Source: an optimization exercise on an open RTL-to-GDS flow (aim: small area). Production flows keep margins and buffers that such runs may drop.
Only simulation tests tie the RTL to the original design; equivalence was not proved.
The flow treats the clock pin as an ideal source. Dropping or thinning the clock tree relies on that and would not hold on a real chip.
Power and IR drop assume default switching activity.

Design VGA, start of the top module:
module VGA(
    input wire clk,
	input wire rst,
	input wire [15:0] H_Sync,
	input wire [15:0] H_BP,
	input wire [15:0] H_Act,
	input wire [15:0] H_FP,
	input wire [15:0] V_Sync,
	input wire [15:0] V_BP,
	input wire [15:0] V_Act,
	input wire [15:0] V_FP,
	output reg  DE_out,
	output reg 	H_Sync_out,
	output reg 	V_Sync_out,
	output wire tc,
	output reg [12:0] Hor_cnt,
	output reg [11:0] Ver_cnt
);
export LEC_CHECK = 0
export ABC_AREA = 1
export CAP_MARGIN = 20
export CORE_MARGIN = 2
export CORE_UTILIZATION = 40
export SLEW_MARGIN = 20
create_clock -name core_clock -period 10.0 [get_ports {clk}]
run.sh (not shown) runs the stock make flow with config.mk's settings and CLKGATE_MAP_FILE= SYNTH_SCRIPT=/design/flow/synth_recipe.tcl, a recipe that flattens the netlist after the stock synthesis.
The baseline completed without violations.
==> next run, changes <==
==> flow/flow/run.sh (new file) <==
#!/bin/bash
# Standard ORFS layout, with three changes that only reduce cell area:
#  - the combinational logic of the standard synthesis is re-mapped by ABC for area
#    (registers untouched),
#  - ports are buffered with sky130_fd_sc_hd__buf_1,
#  - CTS uses small clock buffers and no dummy loads.
set -euo pipefail
W=$PWD
F=$W/flow
R=$W/orfs/results/$FLOW_PLATFORM/VGA/base
LIBF=$FLOW_HOME/platforms/sky130hd/lib/sky130_fd_sc_hd__tt_025C_1v80.lib
DONTUSE=$(sed -n '/DONT_USE_CELLS +=/,/^#/p' $FLOW_HOME/platforms/sky130hd/config.mk | grep -o 'sky130_fd_sc_hd__[a-z0-9_]*' | tr '\n' ' ')
export BUFFER_PORTS_ARGS="-buffer_cell sky130_fd_sc_hd__buf_1"
export CTS_ARGS="-sink_clustering_enable -repair_clock_nets -buf_list sky130_fd_sc_hd__clkbuf_4 -root_buf sky130_fd_sc_hd__clkbuf_4 -dont_use_dummy_load"

bash standard.sh synth > $W/log_std_synth.txt 2>&1
cp $R/1_2_yosys.v $W/std_1_2_yosys.v
LIBF=$LIBF INV=$W/std_1_2_yosys.v OUTV=$W/reabc_1_2_yosys.v ABCS=$F/area.abc DONTUSE="$DONTUSE" \
  yosys -c $F/reabc.tcl > $W/log_reabc.txt 2>&1
cp $W/reabc_1_2_yosys.v $R/1_2_yosys.v
rm -f $R/1_synth.odb
bash standard.sh synth > $W/log_std_synth2.txt 2>&1
bash standard.sh finish > $W/log_std_finish.txt 2>&1
==> flow/flow/area.abc (new file) <==
strash
dch -f
amap
==> flow/flow/reabc.tcl (new file) <==
# Re-map the combinational logic of the standard synthesis netlist for area.
# Registers and tie cells are kept as they are (same instances, names and cells).
yosys -import
set lib $::env(LIBF)
read_liberty -ignore_miss_func $lib
foreach m [list dfxtp_1 dfxtp_2 dfxtp_4 edfxtp_1 dfrtp_1 dfstp_2 conb_1] { catch { blackbox sky130_fd_sc_hd__$m } }
read_verilog $::env(INV)
hierarchy -top $::env(FLOW_TOP)
flatten
opt_clean
techmap
opt -fast
set dont [list]
foreach c $::env(DONTUSE) { lappend dont -dont_use $c }
abc -script $::env(ABCS) -liberty $lib {*}$dont
opt_clean -purge
stat -liberty $lib
write_verilog -noattr -nohex -nodec $::env(OUTV)
==> flow/standard.sh (new file) <==
#!/bin/bash
# synth_recipe.tcl (not shown) runs the flow's synth.tcl, then flattens the netlist and writes it again
# the make line also repeats each setting of config.mk as NAME=value (left out here)
make -C /OpenROAD-flow-scripts/flow DESIGN_CONFIG=/design/flow/config.mk WORK_HOME=/design/flow/orfs CLKGATE_MAP_FILE= SYNTH_SCRIPT=/design/flow/synth_recipe.tcl "${@:-finish}"
Settings changed: ABC_AREA 1 to unset.
removed: flow/run.sh
After rerunning: Clock-buffer cell count came out lower by 1. Combinational power came out lower by well over a third. Via count came out lower by roughly a tenth. Area after synthesis came out lower by about a fifth. Core utilization came out lower by 8.2 points. Global-route usage came out lower by 1.0 points. Total power came out lower by a quarter to a third.

job 1278:
Another version of the RTL of VGA (not shown whole).
For scale: ~320 cells after synthesis, ~2600 µm² of cells after synthesis.
==> flow/design.v (excerpt) <==
module VGA(
    input wire clk,
	input wire rst,
	input wire [15:0] H_Sync,
	input wire [15:0] H_BP,
	input wire [15:0] H_Act,
	input wire [15:0] H_FP,
	input wire [15:0] V_Sync,
	input wire [15:0] V_BP,
	input wire [15:0] V_Act,
	input wire [15:0] V_FP,
	output reg  DE_out,
	output reg 	H_Sync_out,
	output reg 	V_Sync_out,
	output wire tc,
	output reg [12:0] Hor_cnt,
	output reg [11:0] Ver_cnt
);
	reg [12:0] hd;
	reg [1:0]  hnp;
	reg [11:0] vd;
	reg [1:0]  vnp;
	wire hev = (hd == 13'd1);
	wire vev = (vd == 12'd1);
	assign tc = hev & (hnp == 2'd0);
	wire H_DE = (hnp == 2'd3);
	wire V_DE = (vnp == 2'd3);
	wire hl0 = ~rst | (hev & (hnp == 2'd0));
	wire hl1 =  rst &  hev & (hnp == 2'd1);
	wire hl2 =  rst &  hev & (hnp == 2'd2);
	wire hl3 =  rst &  hev & (hnp == 2'd3);
	wire vt  = tc & vev;
	wire vl0 = ~rst | (vt & (vnp == 2'd0));
	wire vl1 =  rst &  vt & (vnp == 2'd1);
	wire vl2 =  rst &  vt & (vnp == 2'd2);
	wire vl3 =  rst &  vt & (vnp == 2'd3);
	wire [12:0] hdec = hd - 1'b1;
  ...
clock: 10.0 ns
lec_check: 0
abc_area: 1
cap_margin: 0
core_margin: 2
core_utilization: 70
gpl_timing_driven: 0
place_density: 0.85
slew_margin: 0
standard.sh (not shown) runs the stock make flow with config.mk's settings and CLKGATE_MAP_FILE= SYNTH_SCRIPT=/design/flow/synth_recipe.tcl, a recipe that flattens the netlist after the stock synthesis.
==> flow/flow/run.sh <==
#!/bin/bash
# Standard ORFS layout, with three changes that only reduce cell area:
#  - the combinational logic of the standard synthesis is re-mapped by ABC for area
#    (registers untouched); the smallest of a few ABC scripts is kept,
#  - ports are buffered with sky130_fd_sc_hd__buf_1,
#  - the clock tree is one level: the clock port drives 4 buf_6, one per quarter
#    of the registers (flow/clock_groups.tcl, run after CTS).
set -euo pipefail
W=$PWD
F=$W/flow
R=$W/orfs/results/$FLOW_PLATFORM/VGA/base
LIBF=$FLOW_HOME/platforms/sky130hd/lib/sky130_fd_sc_hd__tt_025C_1v80.lib
DONTUSE=$(sed -n '/DONT_USE_CELLS +=/,/^#/p' $FLOW_HOME/platforms/sky130hd/config.mk | grep -o 'sky130_fd_sc_hd__[a-z0-9_]*' | tr '\n' ' ')
export BUFFER_PORTS_ARGS="-buffer_cell sky130_fd_sc_hd__buf_1"
export CTS_ARGS="-sink_clustering_enable -repair_clock_nets -buf_list sky130_fd_sc_hd__clkbuf_8 -root_buf sky130_fd_sc_hd__clkbuf_8 -dont_use_dummy_load"
export POST_CTS_TCL=$F/clock_groups.tcl
export FLOW_CLK=clk CLK_GROUPS=4 CLK_GROUP_BUF=sky130_fd_sc_hd__buf_6

bash standard.sh synth > $W/log_std_synth.txt 2>&1
cp $R/1_2_yosys.v $W/std_1_2_yosys.v
best=""; besta=""
for s in $F/area*.abc; do
  n=$(basename $s .abc)
  LIBF=$LIBF INV=$W/std_1_2_yosys.v OUTV=$W/reabc_$n.v ABCS=$s DONTUSE="$DONTUSE" \
    yosys -c $F/reabc.tcl > $W/log_reabc_$n.txt 2>&1 || continue
  a=$(grep 'Chip area' $W/log_reabc_$n.txt | tail -1 | awk '{print $NF}')
  if [[ -z "$best" ]] || awk "BEGIN{exit !($a < $besta)}"; then best=$n; besta=$a; fi
done
echo "re-mapped netlist: $best ($besta um2)" > $W/log_reabc_choice.txt
cp $W/reabc_$best.v $R/1_2_yosys.v
rm -f $R/1_synth.odb
bash standard.sh synth > $W/log_std_synth2.txt 2>&1
bash standard.sh finish > $W/log_std_finish.txt 2>&1
==> flow/flow/area10.abc <==
strash
dch -f
amap -F 50 -A 50 -m
==> flow/flow/area8.abc <==
strash
dch -f
amap -F 50 -A 50
==> flow/flow/area9.abc <==
strash
dc2
dch -f
amap -F 50 -A 50
Other scripts of this flow, unchanged in this note and not shown: flow/flow/area1.abc, flow/flow/area2.abc, flow/flow/area3.abc, flow/flow/area4.abc, flow/flow/area5.abc, flow/flow/area6.abc, flow/flow/area7.abc, flow/flow/clock_groups.tcl, flow/flow/reabc.tcl
Job 1278: no failed stages, no open violations at the end
For job 2513, these inputs were changed with respect to job 1278:
- swapping 70 for 40 in CORE_UTILIZATION
- swapping 0 for 20 in SLEW_MARGIN
- swapping 0 for 20 in CAP_MARGIN
- clearing PLACE_DENSITY, which used to be 0.85
### Flow results
Job 2513 ends up with a initial standard-cell utilization of the core that is 30 points lower than in job 1278.
Job 1278 -> job 2513: routability congestion estimate from global placement decreased by a little under 10%
Delta (job 2513 minus job 1278): sum of routed wire length over all layers went down; headroom to the max-slew limit went up by 34 points; placed instance area now sits higher; setup slack saw an increase.
Horizontal die dimension (higher): job 2513
Job 2513 vs. job 1278: clock period minus final worst setup slack decreased by 0.019 ns relative to the old numbers, highest clock rate increased by 0.00073 GHz relative to the old numbers, multi-input gate area in the final layout increased by 1.1% relative to the old numbers.
Total power: job 2513 below job 1278
Inputs modified between job 2513 and job 3958:
removed: flow/flow/area10.abc
removed: flow/flow/area8.abc
removed: flow/flow/area9.abc
--- outcome ---
Utilization, job 2513 and job 3958, higher one = job 2513.
Relative to job 2513, detailed placer's ending HPWL decreased by about 1.9% in job 3958.
On post-synthesis area per instance: between job 2513 and job 3958, it ends up lower for job 3958.
Across both runs, part of the total power dissipated in the clock network was higher for job 3958 than for job 2513.
[compare] base=job 2513 new=job 3958: ratio of cells with drive above 1 in the final layout decreased by 1.1 points relative to the old numbers; sequential share of layout area held steady; share of total power consumed by net switching now sits higher.
Compared with job 2513, job 3958 degrades fmax.

==> re-timing with driven ports <==
Ports are ideal in the flow. The routed layouts listed here were re-timed in OpenROAD. Step 1 (the two cells are an assumption about what drives the block):
set clk [get_ports {clk}]
set_driving_cell -lib_cell sky130_fd_sc_hd__clkbuf_16 $clk
set_driving_cell -lib_cell sky130_fd_sc_hd__buf_2 [delete_from_list [all_inputs] $clk]
Step 2 times the ports against the registers' clock, not the clock port: input delays grow and output delays shrink by t, the midpoint of the rising clock arrivals with the driver on. a / b / c = ideal ports / drivers / drivers and shift; a / b = the first two.
run	t (ns)	slack for setup (ns)	hold slack, ns	worst setup path after step 2	cell pins on the clock port's net
the first run of note 1	0.370	5.954 / 5.924 / 5.553	0.476 / 0.476 / 0.476	input to register	1
the second run of note 1	0.417	5.610 / 5.613 / 5.196	0.468 / 0.468 / 0.468	input to register	1
job 1278	0.189	4.822 / 4.860 / 4.671	0.504 / 0.504 / 0.504	input to register	4
job 2513	0.188	4.842 / 4.878 / 4.690	0.488 / 0.488 / 0.488	input to register	4
job 3958	0.189	4.759 / 4.792 / 4.604	0.467 / 0.467 / 0.467	input to register	4
After both steps every run listed still meets setup and hold. For the second run of note 1, which loses most, drivers alone change the setup slack by +0.003 ns; drivers and shift together by -0.414 ns.
